Source: an optimization exercise on an open RTL-to-GDS flow (aim: small area). Production flows keep margins and buffers that such runs may drop.
Where RTL was checked, it was by simulation tests only, not by an equivalence proof against the original.
Function not checked in runs 1, 2 and 4 to 6: the RTL went through the layout flow alone.

==> flow/design.v <==
module fadd (input a, input b, input c, output s, output co);
assign {co, s} = a + b + c;
endmodule
module hadd (input a, input b, output s, output co);
assign {co, s} = a + b;
endmodule
module htop (
    rst_n_scl,clk_scl,
    scl_i_vsync,scl_i_hsync,
    scl_i_data_r,scl_i_data_g,scl_i_data_b,
    scl_cfg_mode,scl_cfg_rsz,scl_cfg_flt,scl_i_data_en,
    scl_o_vsync,scl_o_hsync,
    scl_o_data_en,
    scl_o_data_r,scl_o_data_g,scl_o_data_b);
input rst_n_scl,clk_scl;
input scl_i_vsync,scl_i_hsync;
input [7:0] scl_i_data_r,scl_i_data_g,scl_i_data_b;
input scl_i_data_en,scl_cfg_mode,scl_cfg_rsz;
input [1:0] scl_cfg_flt;
output scl_o_vsync,scl_o_hsync;
output scl_o_data_en;
output [7:0] scl_o_data_r,scl_o_data_g,scl_o_data_b;
reg [7:0] r0,r1,r2,r3,r4,r5,ro;
reg [7:0] g0,g1,g2,g3,g4,g5,go;
reg [7:0] b0,b1,b2,b3,b4,b5,bo;
reg [7:0] yxr,yyr;          
reg e0,e1,e2,e3,e4;         
reg k2,k3,k4,k5,ko;         
reg [1:0] cnt;              
reg [5:0] vsync_d,hsync_d;
reg vo,ho;
reg cset1, rev;
wire mode = scl_cfg_mode;
wire keep1 = !mode || (scl_cfg_rsz ? (cnt == 2'd0) : !cnt[0]);
wire ldr = mode & k3;
wire ldg = mode & k4;
wire ldb = mode & k5;
wire [7:0] xa = k3 ? g4 : r3;
wire [7:0] xb = k3 ? g3 : r2;
wire [7:0] xc = k3 ? g2 : r1;
wire [7:0] xd0 = k3 ? g1 : r0;
wire xf = k3 ? (e2 & e1) : (e1 & e0);
wire [7:0] xd = xf ? xd0 : xc;
wire [7:0] yd = (e3 & e2) ? b2 : b3;
wire [15:0] ua, ub, uc, ud, uy;
assign ua = {rev ? yd : b5, rev ? xd : xa};
assign ub = {rev ? b3 : b4, rev ? xc : xb};
assign uc = {rev ? b4 : b3, rev ? xb : xc};
assign ud = {rev ? b5 : yd, rev ? xa : xd};
wire [7:0] yx = uy[7:0];
wire [7:0] yy = uy[15:8];
genvar u;
generate for (u = 0; u < 2; u = u + 1) begin : unit
    wire [7:0] a = ua[8*u +: 8];
    wire [7:0] b = ub[8*u +: 8];
    wire [7:0] c = uc[8*u +: 8];
    wire [7:0] d = ud[8*u +: 8];
    wire set1 = cset1;
    wire [7:0] y;
    wire [7:0] na = ~a, nb = ~b, nd = ~d;
    wire n0 = !set1 & a[0];
    wire n1 = !set1 & a[1];
    wire n2 = !set1 & a[2];
    wire n3 = set1 ? c[0] : a[3];
    wire n4 = set1 ? c[1] : a[4];
    wire n5 = set1 ? c[2] : a[5];
    wire n6 = set1 ? c[3] : a[6];
    wire n7 = set1 ? c[4] : a[7];
    wire n8 = set1 & c[5];
    wire n9 = set1 & c[6];
    wire n10 = set1 & c[7];
    wire n11 = !set1 & b[0];
    wire n12 = set1 ? d[0] : b[1];
    wire n13 = set1 ? d[1] : b[2];
    wire n14 = set1 ? d[2] : b[3];
    wire n15 = set1 ? d[3] : b[4];
    wire n16 = set1 ? d[4] : b[5];
    wire n17 = set1 ? d[5] : b[6];
    wire n18 = set1 ? d[6] : b[7];
    wire n19 = set1 & d[7];
    wire n20 = !(!set1 & b[0]);
    wire n21 = !(set1 ? a[0] : b[1]);
    wire n22 = !(set1 ? a[1] : b[2]);
    wire n23 = !(set1 ? a[2] : b[3]);
    wire n24 = !(set1 ? a[3] : b[4]);
    wire n25 = !(set1 ? a[4] : b[5]);
    wire n26 = !(set1 ? a[5] : b[6]);
    wire n27 = !(set1 ? a[6] : b[7]);
    wire n28 = !(set1 & a[7]);
    wire n29 = !set1 & c[0];
    wire n30 = !set1 & c[1];
    wire n31 = set1 ? c[0] : c[2];
    wire n32 = set1 ? c[1] : c[3];
    wire n33 = set1 ? c[2] : c[4];
    wire n34 = set1 ? c[3] : c[5];
    wire n35 = set1 ? c[4] : c[6];
    wire n36 = set1 ? c[5] : c[7];
    wire n37 = set1 & c[6];
    wire n38 = set1 & c[7];
    wire n39 = !(!set1 & d[0]);
    wire n40 = !(set1 ? a[0] : d[1]);
    wire n41 = !(set1 ? a[1] : d[2]);
    wire n42 = !(set1 ? a[2] : d[3]);
    wire n43 = !(set1 ? a[3] : d[4]);
    wire n44 = !(set1 ? a[4] : d[5]);
    wire n45 = !(set1 ? a[5] : d[6]);
    wire n46 = !(set1 ? a[6] : d[7]);
    wire n47 = !(set1 & a[7]);
    wire n48 = !(set1 & b[0]);
    wire n49 = !(set1 & b[1]);
    wire n50 = !(set1 & b[2]);
    wire n51 = !(set1 & b[3]);
    wire n52 = !(set1 & b[4]);
    wire n53 = !(set1 & b[5]);
    wire n54 = !(set1 & b[6]);
    wire n55 = !(set1 & b[7]);
    wire n56 = !(set1 & b[0]);
    wire n57 = !(set1 & b[1]);
    wire n58 = !(set1 & b[2]);
    wire n59 = !(set1 & b[3]);
    wire n60 = !(set1 & b[4]);
    wire n61 = !(set1 & b[5]);
    wire n62 = !(set1 & b[6]);
    wire n63 = !(set1 & b[7]);
    wire n64 = set1 & c[0];
    wire n65 = set1 & c[1];
    wire n66 = set1 & c[2];
    wire n67 = set1 & c[3];
    wire n68 = set1 & c[4];
    wire n69 = set1 & c[5];
    wire n70 = set1 & c[6];
    wire n71 = set1 & c[7];
    wire n72 = !(set1 & d[0]);
    wire n73 = !(set1 & d[1]);
    wire n74 = !(set1 & d[2]);
    wire n75 = !(set1 & d[3]);
    wire n76 = !(set1 & d[4]);
    wire n77 = !(set1 & d[5]);
    wire n78 = !(set1 & d[6]);
    wire n79 = !(set1 & d[7]);
    wire n80 = !n0;
    wire n81 = !na[0];
    wire n82 = !na[1];
    wire n83 = !na[2];
    wire n84 = !na[3];
    wire n85 = !na[5];
    wire n86 = !na[7];
    wire n87 = !b[3];
    wire n88 = !b[4];
    wire n89 = !b[7];
    wire n90 = !b[7];
    wire n91 = !b[7];
    wire n92, n93;
    hadd un92 (.a(c[4]), .b(n5), .s(n92), .co(n93));
    wire n94, n95;
    fadd un94 (.a(na[4]), .b(c[5]), .c(n6), .s(n94), .co(n95));
    wire n96, n97;
    fadd un96 (.a(c[6]), .b(n7), .c(n17), .s(n96), .co(n97));
    wire n98, n99;
    hadd un98 (.a(n23), .b(n32), .s(n98), .co(n99));
    wire n100, n101;
    fadd un100 (.a(na[6]), .b(c[7]), .c(n8), .s(n100), .co(n101));
    wire n102, n103;
    fadd un102 (.a(n18), .b(n24), .c(n33), .s(n102), .co(n103));
    wire n104, n105;
    hadd un104 (.a(n47), .b(n49), .s(n104), .co(n105));
    wire n106, n107;
    fadd un106 (.a(b[0]), .b(n9), .c(n19), .s(n106), .co(n107));
    wire n108, n109;
    fadd un108 (.a(n25), .b(n34), .c(n50), .s(n108), .co(n109));
    wire n110, n111;
    fadd un110 (.a(b[1]), .b(n10), .c(n26), .s(n110), .co(n111));
    wire n112, n113;
    hadd un112 (.a(c[2]), .b(n3), .s(n112), .co(n113));
    wire n114, n115;
    fadd un114 (.a(c[3]), .b(n4), .c(n14), .s(n114), .co(n115));
    wire n116, n117;
    fadd un116 (.a(n20), .b(n29), .c(n43), .s(n116), .co(n117));
    wire n118, n119;
    fadd un118 (.a(n92), .b(n15), .c(n21), .s(n118), .co(n119));
    wire n120, n121;
    fadd un120 (.a(n30), .b(n44), .c(n58), .s(n120), .co(n121));
    wire n122, n123;
    hadd un122 (.a(n72), .b(na[2]), .s(n122), .co(n123));
    wire n124, n125;
    fadd un124 (.a(n94), .b(n16), .c(n22), .s(n124), .co(n125));
    wire n126, n127;
    fadd un126 (.a(n31), .b(n45), .c(n59), .s(n126), .co(n127));
    wire n128, n129;
    fadd un128 (.a(n73), .b(na[3]), .c(n93), .s(n128), .co(n129));
    wire n130, n131;
    fadd un130 (.a(n96), .b(n98), .c(n46), .s(n130), .co(n131));
    wire n132, n133;
    fadd un132 (.a(n48), .b(n60), .c(n64), .s(n132), .co(n133));
    wire n134, n135;
    fadd un134 (.a(n74), .b(n85), .c(n95), .s(n134), .co(n135));
    wire n136, n137;
    fadd un136 (.a(n100), .b(n102), .c(n104), .s(n136), .co(n137));
    wire n138, n139;
    fadd un138 (.a(n61), .b(n65), .c(n75), .s(n138), .co(n139));
    wire n140, n141;
    fadd un140 (.a(na[5]), .b(n97), .c(n99), .s(n140), .co(n141));
    wire n142, n143;
    fadd un142 (.a(n106), .b(n108), .c(n62), .s(n142), .co(n143));
    wire n144, n145;
    fadd un144 (.a(n66), .b(n76), .c(n86), .s(n144), .co(n145));
    wire n146, n147;
    fadd un146 (.a(n101), .b(n103), .c(n105), .s(n146), .co(n147));
    wire n148, n149;
    fadd un148 (.a(n110), .b(n35), .c(n51), .s(n148), .co(n149));
    wire n150, n151;
    fadd un150 (.a(n63), .b(n67), .c(n77), .s(n150), .co(n151));
    wire n152, n153;
    fadd un152 (.a(na[7]), .b(n107), .c(n109), .s(n152), .co(n153));
    wire n154, n155;
    fadd un154 (.a(b[2]), .b(n27), .c(n36), .s(n154), .co(n155));
    wire n156, n157;
    fadd un156 (.a(n52), .b(n68), .c(n78), .s(n156), .co(n157));
    wire n158, n159;
    fadd un158 (.a(n28), .b(n37), .c(n53), .s(n158), .co(n159));
    wire n160, n161;
    hadd un160 (.a(c[0]), .b(n1), .s(n160), .co(n161));
    wire n162, n163;
    fadd un162 (.a(c[1]), .b(n2), .c(n12), .s(n162), .co(n163));
    wire n164, n165;
    fadd un164 (.a(n112), .b(n13), .c(n42), .s(n164), .co(n165));
    wire n166, n167;
    hadd un166 (.a(n56), .b(na[0]), .s(n166), .co(n167));
    wire n168, n169;
    fadd un168 (.a(n114), .b(n116), .c(n57), .s(n168), .co(n169));
    wire n170, n171;
    fadd un170 (.a(na[1]), .b(n83), .c(n113), .s(n170), .co(n171));
    wire n172, n173;
    fadd un172 (.a(n118), .b(n120), .c(n122), .s(n172), .co(n173));
    wire n174, n175;
    fadd un174 (.a(n84), .b(n115), .c(n117), .s(n174), .co(n175));
    wire n176, n177;
    fadd un176 (.a(n124), .b(n126), .c(n128), .s(n176), .co(n177));
    wire n178, n179;
    fadd un178 (.a(n119), .b(n121), .c(n123), .s(n178), .co(n179));
    wire n180, n181;
    fadd un180 (.a(n130), .b(n132), .c(n134), .s(n180), .co(n181));
    wire n182, n183;
    fadd un182 (.a(n125), .b(n127), .c(n129), .s(n182), .co(n183));
    wire n184, n185;
    fadd un184 (.a(n136), .b(n138), .c(n140), .s(n184), .co(n185));
    wire n186, n187;
    fadd un186 (.a(n131), .b(n133), .c(n135), .s(n186), .co(n187));
    wire n188, n189;
    fadd un188 (.a(n142), .b(n144), .c(n146), .s(n188), .co(n189));
    wire n190, n191;
    fadd un190 (.a(n137), .b(n139), .c(n141), .s(n190), .co(n191));
    wire n192, n193;
    fadd un192 (.a(n148), .b(n150), .c(n152), .s(n192), .co(n193));
    wire n194, n195;
    fadd un194 (.a(n143), .b(n145), .c(n147), .s(n194), .co(n195));
    wire n196, n197;
    fadd un196 (.a(n154), .b(n156), .c(n111), .s(n196), .co(n197));
    wire n198, n199;
    fadd un198 (.a(n149), .b(n151), .c(n153), .s(n198), .co(n199));
    wire n200, n201;
    fadd un200 (.a(n158), .b(n69), .c(n79), .s(n200), .co(n201));
    wire n202, n203;
    fadd un202 (.a(n87), .b(n155), .c(n157), .s(n202), .co(n203));
    wire n204, n205;
    fadd un204 (.a(n38), .b(n54), .c(n70), .s(n204), .co(n205));
    wire n206, n207;
    fadd un206 (.a(b[3]), .b(n88), .c(n159), .s(n206), .co(n207));
    wire n208, n209;
    fadd un208 (.a(b[5]), .b(n55), .c(n71), .s(n208), .co(n209));
    wire n210, n211;
    hadd un210 (.a(n160), .b(n11), .s(n210), .co(n211));
    wire n212, n213;
    fadd un212 (.a(n162), .b(n41), .c(n81), .s(n212), .co(n213));
    wire n214, n215;
    fadd un214 (.a(n164), .b(n166), .c(n82), .s(n214), .co(n215));
    wire n216, n217;
    fadd un216 (.a(n168), .b(n170), .c(n165), .s(n216), .co(n217));
    wire n218, n219;
    fadd un218 (.a(n172), .b(n174), .c(n169), .s(n218), .co(n219));
    wire n220, n221;
    fadd un220 (.a(n176), .b(n178), .c(n173), .s(n220), .co(n221));
    wire n222, n223;
    fadd un222 (.a(n180), .b(n182), .c(n177), .s(n222), .co(n223));
    wire n224, n225;
    fadd un224 (.a(n184), .b(n186), .c(n181), .s(n224), .co(n225));
    wire n226, n227;
    fadd un226 (.a(n188), .b(n190), .c(n185), .s(n226), .co(n227));
    wire n228, n229;
    fadd un228 (.a(n192), .b(n194), .c(n189), .s(n228), .co(n229));
    wire n230, n231;
    fadd un230 (.a(n196), .b(n198), .c(n193), .s(n230), .co(n231));
    wire n232, n233;
    fadd un232 (.a(n200), .b(n202), .c(n197), .s(n232), .co(n233));
    wire n234, n235;
    fadd un234 (.a(n204), .b(n206), .c(n201), .s(n234), .co(n235));
    wire n236, n237;
    fadd un236 (.a(n208), .b(b[4]), .c(n205), .s(n236), .co(n237));
    wire n238, n239;
    hadd un238 (.a(n210), .b(n40), .s(n238), .co(n239));
    wire n240, n241;
    fadd un240 (.a(n212), .b(n161), .c(n211), .s(n240), .co(n241));
    wire n242, n243;
    fadd un242 (.a(n214), .b(n163), .c(n213), .s(n242), .co(n243));
    wire n244, n245;
    fadd un244 (.a(n216), .b(n167), .c(n215), .s(n244), .co(n245));
    wire n246, n247;
    fadd un246 (.a(n218), .b(n171), .c(n217), .s(n246), .co(n247));
    wire n248, n249;
    fadd un248 (.a(n220), .b(n175), .c(n219), .s(n248), .co(n249));
    wire n250, n251;
    fadd un250 (.a(n222), .b(n179), .c(n221), .s(n250), .co(n251));
    wire n252, n253;
    fadd un252 (.a(n224), .b(n183), .c(n223), .s(n252), .co(n253));
    wire n254, n255;
    fadd un254 (.a(n226), .b(n187), .c(n225), .s(n254), .co(n255));
    wire n256, n257;
    fadd un256 (.a(n228), .b(n191), .c(n227), .s(n256), .co(n257));
    wire n258, n259;
    fadd un258 (.a(n230), .b(n195), .c(n229), .s(n258), .co(n259));
    wire n260, n261;
    fadd un260 (.a(n232), .b(n199), .c(n231), .s(n260), .co(n261));
    wire n262, n263;
    fadd un262 (.a(n234), .b(n203), .c(n233), .s(n262), .co(n263));
    wire n264, n265;
    fadd un264 (.a(n236), .b(n207), .c(n235), .s(n264), .co(n265));
    wire n266, n267;
    fadd un266 (.a(b[6]), .b(n209), .c(n237), .s(n266), .co(n267));
    wire [18:0] sx = {n91, n90, n89, n266, n264, n262, n260, n258, n256, n254, n252, n250, n248, n246, n244, n242, n240, n238, n39};
    wire [18:0] sy = {1'b0, 1'b0, n267, n265, n263, n261, n259, n257, n255, n253, n251, n249, n247, n245, n243, n241, n239, n0, n80};
    wire [18:0] g = sx & sy, p = sx ^ sy;
    wire G0 = g[1] | (p[1] & g[0]);
    wire G1 = g[3] | (p[3] & g[2]);
    wire P1 = p[3] & p[2];
    wire G2 = g[5] | (p[5] & g[4]);
    wire P2 = p[5] & p[4];
    wire G3 = g[7] | (p[7] & g[6]);
    wire P3 = p[7] & p[6];
    wire G4 = g[9] | (p[9] & g[8]);
    wire P4 = p[9] & p[8];
    wire G5 = g[11] | (p[11] & g[10]);
    wire P5 = p[11] & p[10];
    wire G6 = g[13] | (p[13] & g[12]);
    wire P6 = p[13] & p[12];
    wire G7 = g[15] | (p[15] & g[14]);
    wire P7 = p[15] & p[14];
    wire G8 = g[17] | (p[17] & g[16]);
    wire P8 = p[17] & p[16];
    wire G9 = G1 | (P1 & G0);
    wire G10 = G3 | (P3 & G2);
    wire P10 = P3 & P2;
    wire G11 = G5 | (P5 & G4);
    wire P11 = P5 & P4;
    wire G12 = G7 | (P7 & G6);
    wire P12 = P7 & P6;
    wire G13 = G10 | (P10 & G9);
    wire G14 = G12 | (P12 & G11);
    wire P14 = P12 & P11;
    wire G15 = G14 | (P14 & G13);
    wire G16 = g[2] | (p[2] & G0);
    wire G17 = g[4] | (p[4] & G9);
    wire G18 = G2 | (P2 & G9);
    wire G19 = g[6] | (p[6] & G18);
    wire G20 = g[8] | (p[8] & G13);
    wire G21 = G4 | (P4 & G13);
    wire G22 = g[10] | (p[10] & G21);
    wire G23 = G11 | (P11 & G13);
    wire G24 = g[12] | (p[12] & G23);
    wire G25 = G6 | (P6 & G23);
    wire G26 = g[14] | (p[14] & G25);
    wire G27 = g[16] | (p[16] & G15);
    wire G28 = G8 | (P8 & G15);
    wire G29 = g[18] | (p[18] & G28);
    wire [18:0] s = {p[18] ^ G28, p[17] ^ G27, p[16] ^ G15, p[15] ^ G26, p[14] ^ G25, p[13] ^ G24, p[12] ^ G23, p[11] ^ G22, p[10] ^ G21, p[9] ^ G20, p[8] ^ G13, p[7] ^ G19, p[6] ^ G18, p[5] ^ G17, p[4] ^ G9, p[3] ^ G16, p[2] ^ G0, p[1] ^ g[0], p[0]};
    assign y = s[18] ? 8'd0 : (s[17] ? 8'd255 : s[16:9]);
    assign uy[8*u +: 8] = y;
end endgenerate
wire fr = e1 & !e2;    
wire fg = e2 & !e3;
wire fb = e3 & !e4;
always @(posedge clk_scl) begin
    r0 <= scl_i_data_r;
    g0 <= scl_i_data_g;
    b0 <= scl_i_data_b;
    if (e0) r1 <= r0;
    if (e1) g2 <= g1;
    if (e2) b3 <= b2;
    r2 <= r1;
    r3 <= fr ? r1 : r2;
    r4 <= ldr ? yxr : r3;
    r5 <= r4; ro <= r5;
    g1 <= g0; g3 <= g2;
    g4 <= fg ? g2 : g3;
    g5 <= ldg ? yxr : g4;
    go <= g5;
    b1 <= b0; b2 <= b1; b4 <= b3;
    b5 <= fb ? b3 : b4;
    bo <= ldb ? yyr : b5;
    yxr <= yx;
    yyr <= yy;
    cnt <= (e0 & e1) ? cnt + 2'd1 : 2'd0;
    cset1 <= scl_cfg_flt[0] ^ scl_cfg_flt[1];
    rev <= scl_cfg_flt[1];
    e1 <= e0; e2 <= e1; e3 <= e2; e4 <= e3;
end
always @(posedge clk_scl or negedge rst_n_scl) begin
    if (!rst_n_scl) begin
        e0 <= 0;
        k2 <= 0; k3 <= 0; k4 <= 0; k5 <= 0; ko <= 0;
        vsync_d <= 0; hsync_d <= 0; vo <= 0; ho <= 0;
    end else begin
        e0 <= scl_i_data_en;
        k2 <= e1 & keep1; k3 <= k2; k4 <= k3; k5 <= k4; ko <= k5;
        vsync_d <= {vsync_d[4:0], scl_i_vsync};
        hsync_d <= {hsync_d[4:0], scl_i_hsync};
        vo <= vsync_d[5];
        ho <= hsync_d[5];
    end
end
assign scl_o_data_r = ro;
assign scl_o_data_g = go;
assign scl_o_data_b = bo;
assign scl_o_data_en = ko;
assign scl_o_vsync = vo;
assign scl_o_hsync = ho;
endmodule
==> flow/flow/run.sh <==
#!/bin/bash
# The standard layout (the standard.sh, standard synthesis unchanged), with the port
# buffers made from the smallest buffer cell, and non-critical gates downsized after global routing. make's full output goes to layout.log here;
# each ORFS step also keeps its own log under orfs/logs/.
set -euo pipefail
export BUFFER_PORTS_ARGS="-buffer_cell sky130_fd_sc_hd__buf_1"
export RECOVER_POWER=100
bash standard.sh > layout.log 2>&1
==> flow/standard.sh <==
#!/bin/bash
# synth_recipe.tcl (not shown) runs the flow's synth.tcl, then flattens the netlist and writes it again
# the make line also repeats each setting of config.mk as NAME=value (left out here)
make -C /OpenROAD-flow-scripts/flow DESIGN_CONFIG=/design/flow/config.mk WORK_HOME=/design/flow/orfs CLKGATE_MAP_FILE= SYNTH_SCRIPT=/design/flow/synth_recipe.tcl "${@:-finish}"
==> flow/config.mk <==
export PLATFORM = sky130hd
export DESIGN_NAME = htop
export DESIGN_NICKNAME = htop
export VERILOG_FILES = /design/flow/design.v
export SDC_FILE = /design/flow/constraint.sdc
export NUM_CORES = 4
export LEC_CHECK = 0
export CAP_MARGIN = 20
export CORE_MARGIN = 2
export CORE_UTILIZATION = 40
export CTS_BUF_LIST = sky130_fd_sc_hd__clkbuf_8
export SLEW_MARGIN = 20
export SYNTH_HIERARCHICAL = 1
==> flow/constraint.sdc <==
create_clock -name core_clock -period 6.5 [get_ports {clk_scl}]
set_input_delay 1.3000 -clock core_clock [delete_from_list [all_inputs] [get_ports {clk_scl}]]
set_output_delay 1.3000 -clock core_clock [all_outputs]
set_load 0.01 [all_outputs]
==> impl_metrics.json, run 1 <==
{
  "postSynth.asyncResetShare": 0.0943,
  "fin_ws_ps": 126,
  "antenna_found_initial": 0,
  "clock_sinks": 212,
  "slew_headroom": 0.506,
  "area_growth_pct": 17.2,
  "r2r_slack_ps": 130,
  "max_freq_mhz": 157,
  "wirelength_um": 28100,
  "r2r_start": "k3",
  "yosysTopAreaCell": "dfxtp_1",
  "maxCapViolations": 0,
  "critPathMaxStageDelay_ps": 570,
  "wl_per_cell_um": 18.3,
  "core_area_um2": 30400,
  "dp_hpwl_um": 22600,
  "die_w_um": 179,
  "clk_latency_ps": 550,
  "setup_viol": 0,
  "cts.reportedPaths.clkPinSlew_ps": 70,
  "required_ps": 6910,
  "cts_root_buf": "clkbuf_8",
  "syn_nets": 1252,
  "finalClockSkew_ps": 16.8,
  "startpoint_type": "flop",
  "hold_path.class": "flop to flop",
  "drtIter0Drc": 266,
  "drive_gt1_frac": 0.238,
  "post-route-period-util": 0.981,
  "crit_chain": "mux2_4, nand2_8, mux4_2, mux2_4, inv_2, o21ai_2, fa_2, fa_1, fa_1, fa_1, fa_1, ha_4, nand3_4, a2111oi_4, o31a_4, a21oi_4, fa_2, xor2_2, buf_6, nor2_4, a21oi_2",
  "grt_usage": 0.184,
  "dp_slack_ps": -114,
  "dieHeight_um": 179,
  "worstPathMaxFanout": 5,
  "worstPathArrival_ps": 6780,
  "ctsHoldBuffers": 0,
  "critPathKind": "flop to flop",
  "synth_edf_count": 24,
  "die-area_um2": 32100,
  "io_buffers": 59,
  "cts_made_buffers": 30,
  "rsz0062_at_grt": "yes",
  "timing.hold.ws_ps": 314,
  "drtAntennaViolNets": 0,
  "grt_first_pass_wirelength_um": 45100,
  "initial_core_util": 0.403,
  "worst_slew_pin_slew_ps": 741,
  "grt_max_degree": 43,
  "status": "complete, no violations",
  "avgSynthCellArea_um2": 12.3,
  "timing.rr.end": "yxr[3]",
  "synth.top_cell.area_share": 0.274,
  "critical_path.startpoint": "k3",
  "synth_area_um2": 12300,
  "reg2reg_depth": 21,
  "fin_util": 0.473,
  "cp-end-kind": "flop",
  "fillCellCount": 2788,
  "nNetsFinal": 1370,
  "crit_path_end": "yxr[3]",
  "drtPass1Iterations": 4,
  "row_count": 64,
  "period_minus_slack_ps": 6370,
  "cts_tree": "done",
  "dr_total_vias": 7666,
  "gp_congestion": 0.971,
  "htree_num_levels": 1,
  "synth_top_cells_by_area": "dfxtp_1, fa_1, mux2_2, edfxtp_1, ha_1",
  "synth_flop_cell": "dfxtp_1",
  "via_per_inst": 4.98,
  "grt_pass1_vias": 8480,
  "ys_ff_latch": 212,
  "ys_types": 58,
  "io_pins": 60,
  "crit_top_cell": "fa_1",
  "n_antenna_cell": 0,
  "yosysSeqAreaShare": 0.374,
  "yosysWarnings": 7,
  "critical_path.slowest_cell": "fa_1",
  "hold_viol_final": 0,
  "cts_max_path_buffers": 3,
  "drv_slew": 0,
  "drc": 0,
  "grt.overflow.total": 0,
  "synthCells": 1000
}
==> synth_stat cells, drive strengths merged (9+ instances only) <==
cell type  instances
dfxtp            168
inv               54
buf               11
nand2             84
a21o              10
mux2              72
o21ai             33
nand2b            13
nor2              80
o21a              10
mux2i             42
clkbuf            23
fa               166
edfxtp            24
a21oi             62
dfrtp             20
mux4               9
and2               9
ha                53
==> stage by stage <==
step / instance area [µm²] / std cells / TNS [ps]
floorplan: 12300 / 1000 / 0
global route: 14400 / 1538 / -530
finish: 14400 / 1538 / 0
detailed placement: 13300 / 1479 / -709
global placement: 13300 / 1479 / -2.20
CTS: 14000 / 1536 / -12.9
==> repair_timing <==
| action | 4_1_cts | 5_1_grt |
|---|---|---|
| setup buffers | 1 | 2 |
| pin swaps | 6 | 33 |
| gates cloned | 0 | 0 |
| endpoints found under the setup margin | 8 | 16 |
| resized for setup | 4 | 87 |
==> logic make-up (layout without fill, tap and decap cells) <==
group | count (synthesis) | count (layout) | synth area share
fa+ha+maj | 219 | 219 | 0.325
flops | 212 | 212 | 0.374
buf+inv | 88 | 230 | 0.0281
simple gates | 201 | 201 | 0.0722
compound gates | 147 | 147 | 0.0765
mux | 123 | 123 | 0.117
xor+xnor | 10 | 10 | 0.00714
==> Yosys stat by module (local to each module, per instance) <==
module | copies in the design | flip-flops and latches | cell area (µm²) | cells inside
htop | 1 | 212 | 8880 | 824
hadd | 18 | 0 | 12.5 | 1
fadd | 158 | 0 | 20.0 | 1
==> worst min-delay path by stage <==
stage	from	slack, ps	depth (start not counted)	to
floorplan	b0[0]	310	0	b1[0]
global placement	b1[5]	310	0	b2[5]
detailed placement	r4[1]	310	0	r5[1]
CTS	r4[4]	310	0	r5[4]
global route	r4[4]	310	0	r5[4]
finish	r4[4]	310	0	r5[4]
==> metal layers <==
| metal | GRT usage | vias up | share of wire |
|---|---|---|---|
| met2 | 0.336 | 145 | 0.52 |
| met1 | 0.219 | 3856 | 0.41 |
| met3 | 0.0346 | 50 | 0.041 |
| li1 | - | 3615 | - |
| met4 | 0.0531 | 0 | 0.029 |
| met5 | 0 | - | 0 |
==> cell type report <==
class / count / area [µm²] / share of cell area
Multi-Input combinational cell: 700 / 7730 / 0.537
Sequential cell: 212 / 4590 / 0.319
Timing Repair Buffer: 120 / 701 / 0.0487
Clock buffer: 36 / 495 / 0.0344
Tap cell: 396 / 495 / 0.0344
Inverter: 54 / 203 / 0.0141
Clock inverter: 20 / 171 / 0.0119
==> critical path, delay by kind of cell (launching register included) <==
family	cells	cell delay, ps
AND/OR/NAND/NOR	3	250
adder cells (fa/ha/maj)	7	3250
buffers and inverters	2	230
flip-flops	1	400
AO/OA/AOI/OAI	5	730
XOR/XNOR	1	200
multiplexers	3	1170
==> cell usage in the layout, fill, tap and decap left out, types with 7 or more instances in the layout <==
cell and instances:
dfxtp_1 166, fa_1 158, nand2_1 82, nor2_1 72
mux2_2 70, inv_1 59, buf_1 58, buf_4 56
ha_1 48, a21oi_1 46, clkbuf_8 36, mux2i_1 29
edfxtp_1 24, o21ai_0 23, dfrtp_1 20, a21oi_2 15
a21o_1 10, nand2b_1 10, o21a_1 10, and2_1 9
mux2i_2 9, mux4_2 9, fa_2 8, xnor2_1 7
==> run 2, diff against run 1 <==
--- a/flow/design.v
+++ b/flow/design.v
@@ -330,46 +330,3 @@
     wire [18:0] sy = {1'b0, 1'b0, n267, n265, n263, n261, n259, n257, n255, n253, n251, n249, n247, n245, n243, n241, n239, n0, n80};
-    wire [18:0] g = sx & sy, p = sx ^ sy;
-    wire G0 = g[1] | (p[1] & g[0]);
-    wire G1 = g[3] | (p[3] & g[2]);
-    wire P1 = p[3] & p[2];
-    wire G2 = g[5] | (p[5] & g[4]);
-    wire P2 = p[5] & p[4];
-    wire G3 = g[7] | (p[7] & g[6]);
-    wire P3 = p[7] & p[6];
-    wire G4 = g[9] | (p[9] & g[8]);
-    wire P4 = p[9] & p[8];
-    wire G5 = g[11] | (p[11] & g[10]);
-    wire P5 = p[11] & p[10];
-    wire G6 = g[13] | (p[13] & g[12]);
-    wire P6 = p[13] & p[12];
-    wire G7 = g[15] | (p[15] & g[14]);
-    wire P7 = p[15] & p[14];
-    wire G8 = g[17] | (p[17] & g[16]);
-    wire P8 = p[17] & p[16];
-    wire G9 = G1 | (P1 & G0);
-    wire G10 = G3 | (P3 & G2);
-    wire P10 = P3 & P2;
-    wire G11 = G5 | (P5 & G4);
-    wire P11 = P5 & P4;
-    wire G12 = G7 | (P7 & G6);
-    wire P12 = P7 & P6;
-    wire G13 = G10 | (P10 & G9);
-    wire G14 = G12 | (P12 & G11);
-    wire P14 = P12 & P11;
-    wire G15 = G14 | (P14 & G13);
-    wire G16 = g[2] | (p[2] & G0);
-    wire G17 = g[4] | (p[4] & G9);
-    wire G18 = G2 | (P2 & G9);
-    wire G19 = g[6] | (p[6] & G18);
-    wire G20 = g[8] | (p[8] & G13);
-    wire G21 = G4 | (P4 & G13);
-    wire G22 = g[10] | (p[10] & G21);
-    wire G23 = G11 | (P11 & G13);
-    wire G24 = g[12] | (p[12] & G23);
-    wire G25 = G6 | (P6 & G23);
-    wire G26 = g[14] | (p[14] & G25);
-    wire G27 = g[16] | (p[16] & G15);
-    wire G28 = G8 | (P8 & G15);
-    wire G29 = g[18] | (p[18] & G28);
-    wire [18:0] s = {p[18] ^ G28, p[17] ^ G27, p[16] ^ G15, p[15] ^ G26, p[14] ^ G25, p[13] ^ G24, p[12] ^ G23, p[11] ^ G22, p[10] ^ G21, p[9] ^ G20, p[8] ^ G13, p[7] ^ G19, p[6] ^ G18, p[5] ^ G17, p[4] ^ G9, p[3] ^ G16, p[2] ^ G0, p[1] ^ g[0], p[0]};
+    wire [18:0] s = sx + sy;
     assign y = s[18] ? 8'd0 : (s[17] ? 8'd255 : s[16:9]);
==> impl_metrics.json, run 2 <==
{
  "timing.rr.end": "yyr[7]",
  "drv_slew": 0,
  "worstPathArrival_ps": 6680,
  "max_freq_mhz": 160,
  "place_inst": 1480,
  "initial_core_util": 0.408,
  "clk_latency_ps": 530,
  "grt_usage": 0.179,
  "reg2reg_depth": 17,
  "grt_pass1_vias": 8424,
  "worst_slew_pin_slew_ps": 1020,
  "postSynth.asyncResetShare": 0.0943,
  "most-common-layout-cells": "dfxtp_1, fa_1, nand2_1",
  "critical_path.slowest_cell": "fa_1",
  "clock_sinks": 212,
  "wirelength_um": 28900,
  "die_w_um": 181,
  "worstPathMaxFanout": 6,
  "nNetsFinal": 1375,
  "setup_tns_ps": 0,
  "min_to": "g1[5]",
  "status": "complete, no violations",
  "cts_max_path_buffers": 3,
  "wl_per_cell_um": 18.6,
  "drive_gt1_frac": 0.211,
  "cts_tree": "done",
  "synth_flop_cell": "dfxtp_1",
  "fillCellCount": 2841,
  "hold_path_depth": 0,
  "hold_viol_final": 0,
  "critPathMaxStageDelay_ps": 520,
  "antenna_found_initial": 0,
  "maxCapViolations": 0,
  "drtPass1Iterations": 5,
  "post-route-period-util": 0.964,
  "r2r_slack_ps": 240,
  "crit_chain": "nand2_2, mux2i_1, a21oi_1, nand2_1, o21ai_0, fa_1, fa_1, fa_1, fa_1, fa_1, ha_1, a21oi_1, o21ai_1, o311a_4, a211oi_4, mux2_4, a311o_1",
  "synth_area_um2": 12500,
  "dieHeight_um": 181,
  "htree_num_levels": 2,
  "gp_congestion": 0.950,
  "grt_first_pass_wirelength_um": 45800,
  "n_antenna_cell": 0,
  "stdcell_count": 1550,
  "critPathKind": "flop to flop",
  "crit_family": "adder cells",
  "avgSynthCellArea_um2": 12.4,
  "grt.overflow.total": 0,
  "die-area_um2": 32800,
  "cts.reportedPaths.clkPinSlew_ps": 60,
  "timing.hold.ws_ps": 322,
  "ys_ff_latch": 212,
  "synth_common_cells": "dfxtp_1, fa_1, nand2_1",
  "required_ps": 6910,
  "synth.top_cell.area_share": 0.268,
  "setup_viol": 0,
  "grt_max_degree": 49,
  "cp_num_buf_inv": 0,
  "drtAntennaViolNets": 0,
  "synthCells": 1014,
  "synth_edf_count": 24,
  "ctsHoldBuffers": 0,
  "hold_path.class": "flop to flop",
  "finalClockSkew_ps": 29.7,
  "syn_nets": 1258,
  "slew_headroom": 0.319,
  "synth.most_common_cell": "dfxtp_1",
  "yosysWarnings": 7,
  "area_growth_pct": 14.7,
  "core_area_um2": 30700,
  "io_pins": 60,
  "startpoint_type": "flop",
  "layout_commonest_cell": "dfxtp_1",
  "cts_made_buffers": 35,
  "ys_types": 73,
  "drc": 0,
  "yosysTopAreaCell": "dfxtp_1",
  "cp-end-kind": "flop",
  "yosysSeqAreaShare": 0.366,
  "via_per_inst": 5.17,
  "row_count": 64,
  "min_from": "g0[5]",
  "drtIter0Drc": 422,
  "dr_total_vias": 8011,
  "io_buffers": 59,
  "cts_root_buf": "clkbuf_8",
  "synth_top_cells_by_area": "dfxtp_1, fa_1, mux2_2, edfxtp_1, ha_1",
  "crit_top_cell": "fa_1",
  "r2r_start": "e3",
  "period_minus_slack_ps": 6260,
  "dp_hpwl_um": 23100
}
-- run 2: changes by cell type after synthesis, moves of 8 or more --
cell / previous run / this run
nor2_1: 78 / 56
nand2_1: 82 / 99
mux4_2: 9 / 22
inv_1: 52 / 41
nand2b_1: 13 / 4
fa_1: 166 / 158
mux2i_1: 41 / 33
-- run 2: final cells by class --
type / count / area (µm²) / area share
clock buffers: 42 / 578 / 0.0402
clock inverters: 18 / 120 / 0.00836
inverters: 45 / 169 / 0.0118
multi-input cells: 726 / 7790 / 0.542
flip-flops and latches: 212 / 4590 / 0.319
well taps: 396 / 495 / 0.0345
repair buffers: 111 / 628 / 0.0437
-- run 2: stage by stage --
step	util	area (µm²)	setup WS (ps)
2_1_floorplan	-	12500	138
3_3_place_gp	0.437	13500	171
3_5_place_dp	0.437	13500	11.9
4_1_cts	0.461	14200	29.6
5_1_grt	0.467	14400	-49.9
6_report	0.467	14400	235
-- run 2: logic make-up after synthesis --
family | after synthesis | synth area share
DFF | 212 | 0.366
adders and majority gates | 211 | 0.305
and+or+nand+nor | 208 | 0.0741
AOI/OAI and AO/OA | 166 | 0.0889
muxes | 127 | 0.131
buffers and inverters | 76 | 0.0237
xor gates and xnor gates | 14 | 0.0110
-- run 2: how the worst max path moves through the flow --
stage | startpoint | end | slack (ps) | cells past startpoint
after CTS | k3 | yxr[6] | 30 | 19
final | e3 | yyr[7] | 240 | 17
after global placement | k3 | yxr[6] | 170 | 19
after global routing | e3 | yyr[1] | -50 | 21
after detailed placement | k3 | yxr[6] | 10 | 19
after floorplan | rev | yyr[7] | 140 | 20
-- run 2: metal layers --
layer	wire [µm]	track usage	share of wire
met1	13900	0.264	0.48
met2	12400	0.264	0.43
met3	1650	0.0337	0.057
met4	922	0.0654	0.032
met5	0	0	0
-- run 2: per-module statistics from Yosys, one instance, submodules excluded --
module	flops+latches	copies in the design	cell area, µm²
hadd	0	18	12.5
htop	212	1	9140
fadd	0	158	20.0
-- run 2: what timing repair did --
action / CTS / global route
buffers inserted: 2 / 8
pin swaps: 1 / 22
endpoints found under the setup margin: 1 / 15
gates resized for setup: 0 / 35
==> run 3, diff against run 2 <==
--- a/flow/design.v
+++ b/flow/design.v
@@ -25,3 +25,2 @@
 reg [7:0] b0,b1,b2,b3,b4,b5,bo;
-reg [7:0] yxr,yyr;          
 reg e0,e1,e2,e3,e4;         
@@ -34,5 +33,5 @@
 wire keep1 = !mode || (scl_cfg_rsz ? (cnt == 2'd0) : !cnt[0]);
-wire ldr = mode & k3;
-wire ldg = mode & k4;
-wire ldb = mode & k5;
+wire ldr = mode & k2;
+wire ldg = mode & k3;
+wire ldb = mode & k4;
 wire [7:0] xa = k3 ? g4 : r3;
@@ -345,14 +344,10 @@
     r2 <= r1;
-    r3 <= fr ? r1 : r2;
-    r4 <= ldr ? yxr : r3;
-    r5 <= r4; ro <= r5;
+    r3 <= ldr ? yx : (fr ? r1 : r2);
+    r4 <= r3; r5 <= r4; ro <= r5;
     g1 <= g0; g3 <= g2;
-    g4 <= fg ? g2 : g3;
-    g5 <= ldg ? yxr : g4;
-    go <= g5;
+    g4 <= ldg ? yx : (fg ? g2 : g3);
+    g5 <= g4; go <= g5;
     b1 <= b0; b2 <= b1; b4 <= b3;
-    b5 <= fb ? b3 : b4;
-    bo <= ldb ? yyr : b5;
-    yxr <= yx;
-    yyr <= yy;
+    b5 <= ldb ? yy : (fb ? b3 : b4);
+    bo <= b5;
     cnt <= (e0 & e1) ? cnt + 2'd1 : 2'd0;
==> impl_metrics.json, run 3 <==
{
  "initial_core_util": 0.405,
  "grt_pass1_vias": 8174,
  "hold_path.class": "flop to flop",
  "grt_usage": 0.192,
  "slew_headroom": 0.314,
  "core_area_um2": 29500,
  "dp_slack_ps": -85.3,
  "drive_gt1_frac": 0.178,
  "startpoint_type": "flop",
  "period_minus_slack_ps": 6300,
  "setup_viol": 0,
  "gp_congestion": 0.970,
  "drc": 0,
  "finalClockSkew_ps": 17.8,
  "cts_root_buf": "clkbuf_8",
  "stdcell_area_um2": 13900,
  "cp-end-kind": "flop",
  "drtPass1Iterations": 5,
  "synth.most_common_cell": "fa_1",
  "synth.top_cell.area_share": 0.265,
  "yosysSeqAreaShare": 0.357,
  "die-area_um2": 31200,
  "die_w_um": 177,
  "yosysTopAreaCell": "fa_1",
  "ys_types": 62,
  "drtIter0Drc": 535,
  "maxCapViolations": 0,
  "wl_per_cell_um": 18.3,
  "postSynth.asyncResetShare": 0.102,
  "synth_top_cells_by_area": "fa_1, dfxtp_1, edfxtp_1, ha_1, mux2i_1",
  "synthCells": 1044,
  "nNetsFinal": 1410,
  "worstPathMaxFanout": 6,
  "antenna_found_initial": 0,
  "avgSynthCellArea_um2": 11.4,
  "grt_max_degree": 44,
  "synth_common_cells": "fa_1, dfxtp_1, nand2_1, nor2_1, a21oi_1",
  "most-common-layout-cells": "fa_1, dfxtp_1, nor2_1, nand2_1, buf_4",
  "cts.reportedPaths.clkPinSlew_ps": 100,
  "grt_first_pass_wirelength_um": 45200,
  "dieHeight_um": 177,
  "io_buffers": 59,
  "synth_flop_cell": "dfxtp_1",
  "cts_tree": "done",
  "synth_area_um2": 11900,
  "ctsHoldBuffers": 0,
  "critPathKind": "flop to flop",
  "dp_hpwl_um": 23700,
  "placed_cell_area_um2": 13100,
  "htree_num_levels": 4,
  "yosysWarnings": 7,
  "cts_made_buffers": 17,
  "clk_latency_ps": 470,
  "multi_input_area_um2": 7650,
  "worstPathArrival_ps": 6700,
  "fin_util": 0.471,
  "dr_total_vias": 8108,
  "status": "complete, no violations",
  "drtAntennaViolNets": 0,
  "wirelength_um": 28700,
  "via_per_inst": 5.17,
  "syn_nets": 1288,
  "hold_viol_final": 0,
  "fin_ws_ps": 200,
  "r2r_slack_ps": 200,
  "max_freq_mhz": 159,
  "io_pins": 60,
  "row_count": 63,
  "layout_commonest_cell": "fa_1",
  "register_area_um2": 4270,
  "ys_ff_latch": 196,
  "area_growth_pct": 16.3,
  "post-route-period-util": 0.969,
  "drv_slew": 0,
  "fillCellCount": 2726,
  "grt.overflow.total": 0,
  "synth_edf_count": 24,
  "n_antenna_cell": 0,
  "cts_max_path_buffers": 2,
  "clock_sinks": 196,
  "worst_slew_pin_slew_ps": 1030,
  "required_ps": 6900
}
run 3: worst max-delay path: stages, from the launching register on:
cell and delay (ps):
dfrtp_1 410, mux2_4 340, nand2_8 90, mux4_2 550
o21ai_2 170, o21ai_0 120, fa_1 550, fa_1 470
fa_1 540, fa_1 520, fa_1 530, ha_4 300
and4_4 220, and3_4 190, o211ai_1 120, nand4_1 160
o2111ai_2 160, buf_4 180, and2_4 130, or3_4 330
a31oi_1 170
run 3: modules after synthesis, one instance, submodules excluded:
module / cells inside / flops+latches / times used
htop: 868 / 196 / 1
fadd: 1 / 0 / 158
hadd: 1 / 0 / 18
run 3: stage by stage:
step,TNS [ps],cells,hold slack [ps]
finish,0,1569,332
detailed placement,-627,1529,312
floorplan,0,1044,310
global placement,0,1529,310
CTS,0,1562,333
global route,-43.4,1569,341
run 3: cell families after synthesis:
kind of cell    count (synthesis)  share of synthesized area
compound gates                190                     0.0989
xor+xnor                       14                     0.0109
fa+ha+maj                     211                      0.321
buf+inv                        88                     0.0282
flops                         196                      0.357
mux                            94                     0.0907
simple gates                  251                     0.0932
run 3: final timing paths:
check                                from  cells after the start         end
worst max-delay path                   k3                     20       g4[7]
worst min-delay path                b1[7]                      0       b2[7]
worst max register to register         k3                     20       g4[7]
worst min register to register      b1[7]                      0       b2[7]
max in group asynchronous       rst_n_scl                      1  vsync_d[1]
min in group asynchronous       rst_n_scl                      1  vsync_d[5]
run 3: area by class of cell:
class	instances	area share
Tap cell	390	0.0352
Multi-Input combinational cell	760	0.551
Timing Repair Buffer	141	0.0619
Inverter	50	0.0135
Sequential cell	196	0.308
Clock buffer	17	0.0169
Clock inverter	15	0.0139
run 3: layer usage:
layer | wire (µm) | global-route usage | vias to the layer above | share of wire
met2 | 12800 | 0.287 | 260 | 0.45
li1 | - | - | 3825 | -
met1 | 13600 | 0.284 | 3994 | 0.47
met3 | 1770 | 0.0314 | 29 | 0.062
met5 | 0 | 0 | - | 0
met4 | 534 | 0.0606 | 0 | 0.019
run 3: repair_timing:
action / 4_1_cts / 5_1_grt
pin swaps: 2 / 31
buffers inserted: 1 / 7
setup endpoints to repair: 15 / 24
resized for setup: 7 / 66
==> run 4, diff against run 3 <==
--- a/flow/design.v
+++ b/flow/design.v
@@ -31,2 +31,3 @@
 reg cset1, rev;
+reg selg, xf, yf;
 wire mode = scl_cfg_mode;
@@ -36,9 +37,8 @@
 wire ldb = mode & k4;
-wire [7:0] xa = k3 ? g4 : r3;
-wire [7:0] xb = k3 ? g3 : r2;
-wire [7:0] xc = k3 ? g2 : r1;
-wire [7:0] xd0 = k3 ? g1 : r0;
-wire xf = k3 ? (e2 & e1) : (e1 & e0);
+wire [7:0] xa = selg ? g4 : r3;
+wire [7:0] xb = selg ? g3 : r2;
+wire [7:0] xc = selg ? g2 : r1;
+wire [7:0] xd0 = selg ? g1 : r0;
 wire [7:0] xd = xf ? xd0 : xc;
-wire [7:0] yd = (e3 & e2) ? b2 : b3;
+wire [7:0] yd = yf ? b2 : b3;
 wire [15:0] ua, ub, uc, ud, uy;
@@ -356,2 +356,5 @@
     e1 <= e0; e2 <= e1; e3 <= e2; e4 <= e3;
+    selg <= k2;
+    xf <= k2 ? (e1 & e0) : (e0 & scl_i_data_en);
+    yf <= e2 & e1;
 end
==> impl_metrics.json, run 4 <==
{
  "synth.top_cell.area_share": 0.262,
  "stdcell_area_um2": 13500,
  "gp_congestion": 0.904,
  "setup_viol": 0,
  "layout_commonest_cell": "fa_1",
  "io_buffers": 59,
  "row_count": 63,
  "critPathMaxStageDelay_ps": 540,
  "rsz0062_at_grt": "yes",
  "drtPass1Iterations": 5,
  "n_antenna_cell": 0,
  "grt.overflow.total": 0,
  "dp_hpwl_um": 22700,
  "setup_tns_ps": 0,
  "crit_top_cell": "fa_1",
  "fin_ws_ps": 265,
  "io_pins": 60,
  "drive_gt1_frac": 0.143,
  "required_ps": 6900,
  "wl_per_cell_um": 18.5,
  "area_growth_pct": 11.9,
  "startpoint_type": "flop",
  "clk_latency_ps": 480,
  "grt_max_degree": 101,
  "maxCapViolations": 0,
  "worstPathMaxFanout": 7,
  "dp_slack_ps": -29.4,
  "critical_path.slowest_cell": "mux4_2",
  "stdcell_count": 1512,
  "postSynth.asyncResetShare": 0.101,
  "die_w_um": 178,
  "synth_top_cells_by_area": "fa_1, dfxtp_1, edfxtp_1, ha_1, dfrtp_1",
  "syn_nets": 1275,
  "slew_headroom": 0.350,
  "initial_core_util": 0.406,
  "die-area_um2": 31600,
  "critical_path.startpoint": "selg",
  "synth_common_cells": "fa_1, dfxtp_1, nand2_1",
  "core_area_um2": 29700,
  "yosysTopAreaCell": "fa_1",
  "antenna_found_initial": 0,
  "ys_ff_latch": 199,
  "period_minus_slack_ps": 6230,
  "synth_flop_cell": "dfxtp_1",
  "hold_viol_final": 0,
  "synth_area_um2": 12100,
  "nNetsFinal": 1353,
  "dieHeight_um": 178,
  "status": "complete, no violations",
  "worst_slew_pin_slew_ps": 975,
  "drtIter0Drc": 431,
  "drtAntennaViolNets": 0,
  "cts.reportedPaths.clkPinSlew_ps": 100,
  "place_inst": 1466,
  "yosysSeqAreaShare": 0.358,
  "fillCellCount": 2784,
  "htree_num_levels": 4,
  "cp-end-kind": "flop",
  "via_per_inst": 5.13,
  "post-route-period-util": 0.959,
  "min_from": "r4[6]",
  "wirelength_um": 28000,
  "critPathKind": "flop to flop",
  "synth.most_common_cell": "fa_1",
  "grt_pass1_vias": 8018,
  "placed_cell_area_um2": 12900,
  "synthCells": 1031,
  "crit_chain": "mux4_2, o21ai_0, or2_2, and2_1, fa_1, fa_1, fa_1, fa_1, fa_1, ha_1, a21o_1, a21o_1, a21oi_1, a21boi_0, nand2b_1, a221oi_1, buf_4, o21ai_1, o21ai_1",
  "avgSynthCellArea_um2": 11.7,
  "grt_first_pass_wirelength_um": 43800,
  "cts_tree": "done",
  "drv_slew": 0,
  "synth_edf_count": 24,
  "hold_path.class": "flop to flop",
  "most-common-layout-cells": "fa_1, dfxtp_1, nand2_1",
  "dr_total_vias": 7761,
  "yosysWarnings": 7,
  "cts_made_buffers": 17,
  "cts_max_path_buffers": 2,
  "max_freq_mhz": 160,
  "clock_sinks": 199,
  "ys_types": 59,
  "grt_usage": 0.184,
  "finalClockSkew_ps": 17.7,
  "ctsHoldBuffers": 0,
  "r2r_start": "selg",
  "worstPathArrival_ps": 6640,
  "drc": 0,
  "cts_root_buf": "clkbuf_8"
}
==> run 4: timing repair <==
item,in CTS,in global routing
setup endpoints to repair,10,24
cloned,0,2
buffers inserted,1,11
pin swaps,1,4
gates resized for setup,1,24
==> run 4: layout make-up <==
class	instances	area [µm²]	area share
clock inverter	15	180	0.0133
inverter	45	173	0.0128
multi-input combinational	748	7500	0.555
clock buffer	17	234	0.0173
timing repair buffer	98	607	0.0449
tap	390	488	0.0361
sequential	199	4340	0.321
==> run 4: worst max-delay path, delay by kind of cell (launching register included) <==
family	cells	cell delay, ps
AND/OR/NAND/NOR	3	490
adder cells (fa/ha/maj)	6	2790
buffers and inverters	1	190
flip-flops	1	450
AO/OA/AOI/OAI	8	1720
multiplexers	1	540
==> run 4: per-layer routing <==
metal,wire (µm),global-route usage,vias to the layer above
li1,-,-,3658
met1,13600,0.278,3882
met2,12500,0.273,194
met3,1590,0.0343,27
met4,367,0.0396,0
met5,0,0,-
==> run 4: per-module statistics from Yosys, one instance, submodules excluded <==
module  area, µm²  times used  cells  flip-flops and latches
htop         8680           1    855                     199
fadd         20.0         158      1                       0
hadd         12.5          18      1                       0
==> run 4: final timing paths <==
check                      slack, ps  cells past startpoint          to
max                              270                     19       r3[7]
min                              330                      0       r5[6]
max reg2reg                      270                     19       r3[7]
min reg2reg                      330                      0       r5[6]
max in group asynchronous       4970                      1          k5
min in group asynchronous        950                      1  vsync_d[2]
==> run 4: stage by stage <==
| stage | hold slack (ps) | util |
|---|---|---|
| 2_1_floorplan | 310 | - |
| 3_3_place_gp | 310 | 0.433 |
| 3_5_place_dp | 312 | 0.433 |
| 4_1_cts | 331 | 0.447 |
| 5_1_grt | 333 | 0.455 |
| 6_report | 326 | 0.455 |
==> run 4: logic make-up (layout without fill, tap and decap cells) <==
group | count (synthesis) | in the layout | synth area share
AO/OA/AOI/OAI | 164 | 164 | 0.0852
XOR/XNOR | 13 | 14 | 0.0110
adder cells (fa/ha/maj) | 211 | 211 | 0.317
buffers and inverters | 85 | 175 | 0.0270
flip-flops | 199 | 199 | 0.358
multiplexers | 93 | 93 | 0.103
AND/OR/NAND/NOR | 266 | 266 | 0.0982
==> run 5, diff against run 4 <==
--- a/flow/config.mk
+++ b/flow/config.mk
@@ -7,3 +7,3 @@
 export LEC_CHECK = 0
-export CAP_MARGIN = 20
+export CAP_MARGIN = 10
 export CORE_MARGIN = 2
@@ -11,3 +11,3 @@
 export CTS_BUF_LIST = sky130_fd_sc_hd__clkbuf_8
-export SLEW_MARGIN = 20
+export SLEW_MARGIN = 10
 export SYNTH_HIERARCHICAL = 1
==> impl_metrics.json, run 5 <==
{
  "nNetsFinal": 1353,
  "drc": 0,
  "cp-end-kind": "flop",
  "die-area_um2": 31600,
  "postSynth.asyncResetShare": 0.101,
  "antenna_found_initial": 0,
  "synth.most_common_cell": "fa_1",
  "cts.reportedPaths.clkPinSlew_ps": 100,
  "register_area_um2": 4340,
  "worst_slew_pin_slew_ps": 975,
  "drtPass1Iterations": 5,
  "htree_num_levels": 4,
  "ys_types": 59,
  "cts_made_buffers": 17,
  "period_minus_slack_ps": 6230,
  "layout_commonest_cell": "fa_1",
  "io_pins": 60,
  "ctsHoldBuffers": 0,
  "ys_ff_latch": 199,
  "drtIter0Drc": 431,
  "yosysWarnings": 7,
  "cts_tree": "done",
  "grt.overflow.total": 0,
  "grt_pass1_vias": 8018,
  "grt_max_degree": 101,
  "cts_max_path_buffers": 2,
  "wl_per_cell_um": 18.5,
  "required_ps": 6900,
  "worstPathArrival_ps": 6640,
  "synth.top_cell.area_share": 0.262,
  "cts_root_buf": "clkbuf_8",
  "max_freq_mhz": 160,
  "gp_congestion": 0.904,
  "synth_common_cells": "fa_1, dfxtp_1, nand2_1",
  "dieHeight_um": 178,
  "finalClockSkew_ps": 17.7,
  "synth_edf_count": 24,
  "io_buffers": 59,
  "drv_slew": 0,
  "core_area_um2": 29700,
  "synth_top_cells_by_area": "fa_1, dfxtp_1, edfxtp_1, ha_1, dfrtp_1",
  "hold_path.class": "flop to flop",
  "slew_headroom": 0.350,
  "grt_first_pass_wirelength_um": 43800,
  "synthCells": 1031,
  "startpoint_type": "flop",
  "avgSynthCellArea_um2": 11.7,
  "synth_flop_cell": "dfxtp_1",
  "yosysTopAreaCell": "fa_1",
  "die_w_um": 178,
  "synth_area_um2": 12100,
  "drtAntennaViolNets": 0,
  "dp_slack_ps": -29.4,
  "setup_tns_ps": 0,
  "post-route-period-util": 0.959,
  "clock_sinks": 199,
  "drive_gt1_frac": 0.143,
  "row_count": 63,
  "clk_latency_ps": 480,
  "syn_nets": 1275,
  "n_antenna_cell": 0,
  "dr_total_vias": 7761,
  "grt_usage": 0.184,
  "rsz0062_at_grt": "yes",
  "maxCapViolations": 0,
  "critPathKind": "flop to flop",
  "via_per_inst": 5.13,
  "status": "complete, no violations",
  "area_growth_pct": 11.9,
  "dp_hpwl_um": 22700,
  "setup_viol": 0,
  "fin_util": 0.455,
  "most-common-layout-cells": "fa_1, dfxtp_1, nand2_1",
  "multi_input_area_um2": 7500,
  "fin_ws_ps": 265,
  "initial_core_util": 0.406,
  "timing.hold.ws_ps": 326,
  "worstPathMaxFanout": 7,
  "wirelength_um": 28000,
  "yosysSeqAreaShare": 0.358,
  "hold_viol_final": 0,
  "fillCellCount": 2784
}
run 5: critical path: stages (launching register included):
cell and delay (ps):
dfxtp_4 450, mux4_2 540, o21ai_0 290, or2_2 180
and2_1 150, fa_1 440, fa_1 510, fa_1 520
fa_1 520, fa_1 440, ha_1 360, a21o_1 180
a21o_1 170, a21oi_1 230, a21boi_0 270, nand2b_1 160
a221oi_1 370, buf_4 190, o21ai_1 80, o21ai_1 130
run 5: logic make-up (layout without fill, tap and decap cells):
kind of cell             Yosys count  count (layout)  synth area share
AO/OA/AOI/OAI                    164             164            0.0852
XOR/XNOR                          13              14            0.0110
adder cells (fa/ha/maj)          211             211             0.317
buffers and inverters             85             175            0.0270
flip-flops                       199             199             0.358
multiplexers                      93              93             0.103
AND/OR/NAND/NOR                  266             266            0.0982
run 5: layout make-up:
cell class | count | share of cell area
timing repair buffer | 98 | 0.0449
clock buffer | 17 | 0.0173
tap | 390 | 0.0361
multi-input combinational | 748 | 0.555
clock inverter | 15 | 0.0133
inverter | 45 | 0.0128
sequential | 199 | 0.321
run 5: path summary, 6_finish.rpt:
check                                  end  cells past startpoint  slack (ps)  startpoint
max in group asynchronous               k5                      1        4970   rst_n_scl
worst min-delay path                 r5[6]                      0         330       r4[6]
worst min register to register       r5[6]                      0         330       r4[6]
min in group asynchronous       vsync_d[2]                      1         950   rst_n_scl
worst max register to register       r3[7]                     19         270        selg
worst max-delay path                 r3[7]                     19         270        selg
run 5: Yosys stat by module (local to each module, per instance):
module	cells inside	copies in the design	flip-flops and latches	cell area, µm²
htop	855	1	199	8680
fadd	1	158	0	20.0
hadd	1	18	0	12.5
run 5: metal layers:
metal | global-route usage | up-vias | share of wire
met4 | 0.0396 | 0 | 0.013
met3 | 0.0343 | 27 | 0.057
met1 | 0.278 | 3882 | 0.49
li1 | - | 3658 | -
met5 | 0 | - | 0
met2 | 0.273 | 194 | 0.44
run 5: what timing repair did:
| action | 4_1_cts | 5_1_grt |
|---|---|---|
| gates cloned | 0 | 2 |
| setup buffers | 1 | 11 |
| pin swaps | 1 | 4 |
| resized for setup | 1 | 24 |
| setup endpoints to repair | 10 | 24 |
run 5: stage by stage:
stage	cells	instance area (µm²)
finish	1512	13500
detailed placement	1466	12900
floorplan	1031	12100
global route	1512	13500
CTS	1499	13300
global placement	1466	12900
==> run 6, diff against run 5 <==
--- a/flow/design.v
+++ b/flow/design.v
@@ -31,3 +31,3 @@
 reg cset1, rev;
-reg selg, xf, yf;
+reg selg, selh, xfr, xfg, yf;
 wire mode = scl_cfg_mode;
@@ -37,7 +37,8 @@
 wire ldb = mode & k4;
+wire [7:0] rd = xfr ? r0 : r1;
+wire [7:0] gd = xfg ? g1 : g2;
 wire [7:0] xa = selg ? g4 : r3;
 wire [7:0] xb = selg ? g3 : r2;
-wire [7:0] xc = selg ? g2 : r1;
-wire [7:0] xd0 = selg ? g1 : r0;
-wire [7:0] xd = xf ? xd0 : xc;
+wire [7:0] xc = selh ? g2 : r1;
+wire [7:0] xd = selh ? gd : rd;
 wire [7:0] yd = yf ? b2 : b3;
@@ -357,3 +358,5 @@
     selg <= k2;
-    xf <= k2 ? (e1 & e0) : (e0 & scl_i_data_en);
+    selh <= k2 & scl_cfg_mode;    
+    xfr <= e0 & scl_i_data_en;
+    xfg <= e1 & e0;
     yf <= e2 & e1;
--- a/flow/config.mk
+++ b/flow/config.mk
@@ -7,3 +7,3 @@
 export LEC_CHECK = 0
-export CAP_MARGIN = 10
+export CAP_MARGIN = 20
 export CORE_MARGIN = 2
@@ -11,3 +11,3 @@
 export CTS_BUF_LIST = sky130_fd_sc_hd__clkbuf_8
-export SLEW_MARGIN = 10
+export SLEW_MARGIN = 20
 export SYNTH_HIERARCHICAL = 1
==> impl_metrics.json, run 6 <==
{
  "postSynth.asyncResetShare": 0.0995,
  "clk_latency_ps": 530,
  "max_freq_mhz": 160,
  "synth.top_cell.area_share": 0.257,
  "crit_chain": "mux2_2, a21oi_4, nand2_1, o21a_1, inv_1, o21ai_0, fa_1, fa_1, fa_1, fa_1, fa_1, ha_1, a21o_1, a2111o_1, a2111oi_4, buf_4, o21ai_2, buf_4, xor2_4, a311oi_2, o22ai_1",
  "grt_pass1_vias": 8476,
  "wirelength_um": 30100,
  "yosysSeqAreaShare": 0.354,
  "stdcell_count": 1606,
  "critical_path.slowest_cell": "fa_1",
  "initial_core_util": 0.405,
  "finalClockSkew_ps": 27.0,
  "drive_gt1_frac": 0.155,
  "io_pins": 60,
  "required_ps": 6890,
  "layout_commonest_cell": "fa_1",
  "critPathKind": "flop to flop",
  "drc": 0,
  "rsz0062_at_grt": "no",
  "cts_tree": "done",
  "via_per_inst": 5.09,
  "die-area_um2": 32200,
  "worst_slew_pin_slew_ps": 977,
  "gp_congestion": 0.984,
  "multi_input_area_um2": 7670,
  "most-common-layout-cells": "fa_1, dfxtp_1, nand2_1",
  "yosysTopAreaCell": "fa_1",
  "nNetsFinal": 1428,
  "avgSynthCellArea_um2": 11.4,
  "startpoint_type": "flop",
  "cp-end-kind": "flop",
  "core_area_um2": 30400,
  "worstPathMaxFanout": 7,
  "post-route-period-util": 0.961,
  "synth_top_cells_by_area": "fa_1, dfxtp_1, edfxtp_1, ha_1, mux2i_1",
  "cts_made_buffers": 34,
  "setup_tns_ps": 0,
  "critPathMaxStageDelay_ps": 590,
  "synth.most_common_cell": "fa_1",
  "syn_nets": 1322,
  "drtPass1Iterations": 5,
  "synth_edf_count": 24,
  "grt_usage": 0.189,
  "die_w_um": 180,
  "drtIter0Drc": 442,
  "cts.reportedPaths.clkPinSlew_ps": 60,
  "drv_slew": 0,
  "io_buffers": 59,
  "maxCapViolations": 0,
  "timing.hold.ws_ps": 321,
  "area_growth_pct": 14.1,
  "register_area_um2": 4380,
  "clock_sinks": 201,
  "slew_headroom": 0.349,
  "r2r_slack_ps": 250,
  "crit_top_cell": "fa_1",
  "grt_max_degree": 101,
  "synthCells": 1078,
  "status": "complete, no violations",
  "ys_types": 70,
  "fin_ws_ps": 253,
  "row_count": 64,
  "dr_total_vias": 8178,
  "yosysWarnings": 7,
  "reg2reg_depth": 21,
  "ctsHoldBuffers": 0,
  "antenna_found_initial": 1,
  "period_minus_slack_ps": 6250,
  "dp_slack_ps": -133
}
run 6: cell count changes in the layout (fill, tap and decap cells not counted), sizes merged, moves of 13 or more:
cell | before | now
mux2i | 38 | 64
clkbuf | 22 | 39
mux4 | 21 | 0
buf | 93 | 112
nor3 | 5 | 18
run 6: logic make-up (layout without fill, tap and decap cells):
family / Yosys count / count (layout) / share of synthesized area
AND/OR/NAND/NOR: 262 / 262 / 0.0966
AO/OA/AOI/OAI: 192 / 192 / 0.109
buffers and inverters: 94 / 225 / 0.0307
other: 0 / 1 / 0
adder cells (fa/ha/maj): 211 / 211 / 0.311
XOR/XNOR: 18 / 18 / 0.0134
multiplexers: 100 / 100 / 0.0852
flip-flops: 201 / 201 / 0.354
run 6: what timing repair did:
| item | CTS | global route |
|---|---|---|
| endpoints found under the setup margin | 11 | 24 |
| gates resized for setup | 2 | 31 |
| hold endpoints to repair | 0 | 0 |
| buffers inserted | 0 | 2 |
| pin swaps | 1 | 6 |
run 6: layer usage:
metal  GRT usage  routed length (µm)  vias up
li1            -                   -     3917
met1       0.280               14500     3990
met2       0.284               13200      225
met3      0.0306                1590       46
met4      0.0589                 770        0
met5           0                   0        -
run 6: final timing paths:
check / endpoint / from
max reg2reg: g4[7] / xfg
min reg2reg: g1[4] / g0[4]
min in group asynchronous: vo / rst_n_scl
max in group asynchronous: vsync_d[1] / rst_n_scl
max: g4[7] / xfg
min: g1[4] / g0[4]
run 6: worst max-delay path, delay by kind of cell, from the launching register on:
| family | cells | cell delay (ps) |
|---|---|---|
| compound gates | 9 | 1840 |
| flops | 1 | 380 |
| fa+ha+maj | 6 | 2820 |
| xor+xnor | 1 | 180 |
| simple gates | 1 | 70 |
| buf+inv | 3 | 450 |
| mux | 1 | 370 |
run 6: layout make-up:
| class | instances | share of cell area |
|---|---|---|
| Multi-Input combinational cell | 783 | 0.545 |
| Clock buffer | 36 | 0.0352 |
| Clock inverter | 25 | 0.0116 |
| Inverter | 49 | 0.0131 |
| Antenna cell | 1 | 0.000178 |
| Tap cell | 396 | 0.0352 |
| Sequential cell | 201 | 0.311 |
| Timing Repair Buffer | 115 | 0.0480 |
run 6: per-module statistics from Yosys, one instance, submodules excluded:
module	times used	flops+latches
htop	1	201
hadd	18	0
fadd	158	0
run 6: stage by stage:
stage / cell area [µm²] / utilization
floorplan: 12300 / -
global placement: 13300 / 0.437
detailed placement: 13300 / 0.437
CTS: 14000 / 0.459
global route: 14100 / 0.462
finish: 14100 / 0.462

## what the ideal ports hide
No port has a modelled driver above. Below, the same layouts with a new extraction and two added sets of constraints. Step 1: set_driving_cell puts a clkbuf_16 on clk_scl and a buf_2 on each other input, an assumption about the parent block. Step 2 also shifts input and output timing later by t, the mid clock arrival at the registers, as if the neighbouring blocks saw the same clock. Slacks: no drivers / after step 1 / after step 2; pairs: no drivers / after step 1.
| run | shift t [ns] | setup WS [ns] | worst data-port slew with drivers (ns) | pins driven straight from the clock port |
|---|---|---|---|---|
| run 1 | 0.581 | 0.126 / 0.126 / 0.126 | 0.04 | 1 |
| run 2 | 0.565 | 0.235 / 0.235 / 0.235 | 0.04 | 1 |
| run 3 | 0.496 | 0.200 / 0.200 / 0.200 | 0.04 | 1 |
| run 4 | 0.504 | 0.265 / 0.265 / 0.265 | 0.03 | 1 |
| run 5 | 0.504 | 0.265 / 0.265 / 0.265 | 0.03 | 1 |
| run 6 | 0.559 | 0.253 / 0.253 / 0.253 | 0.03 | 1 |
After both steps setup and hold are still met in every run listed.
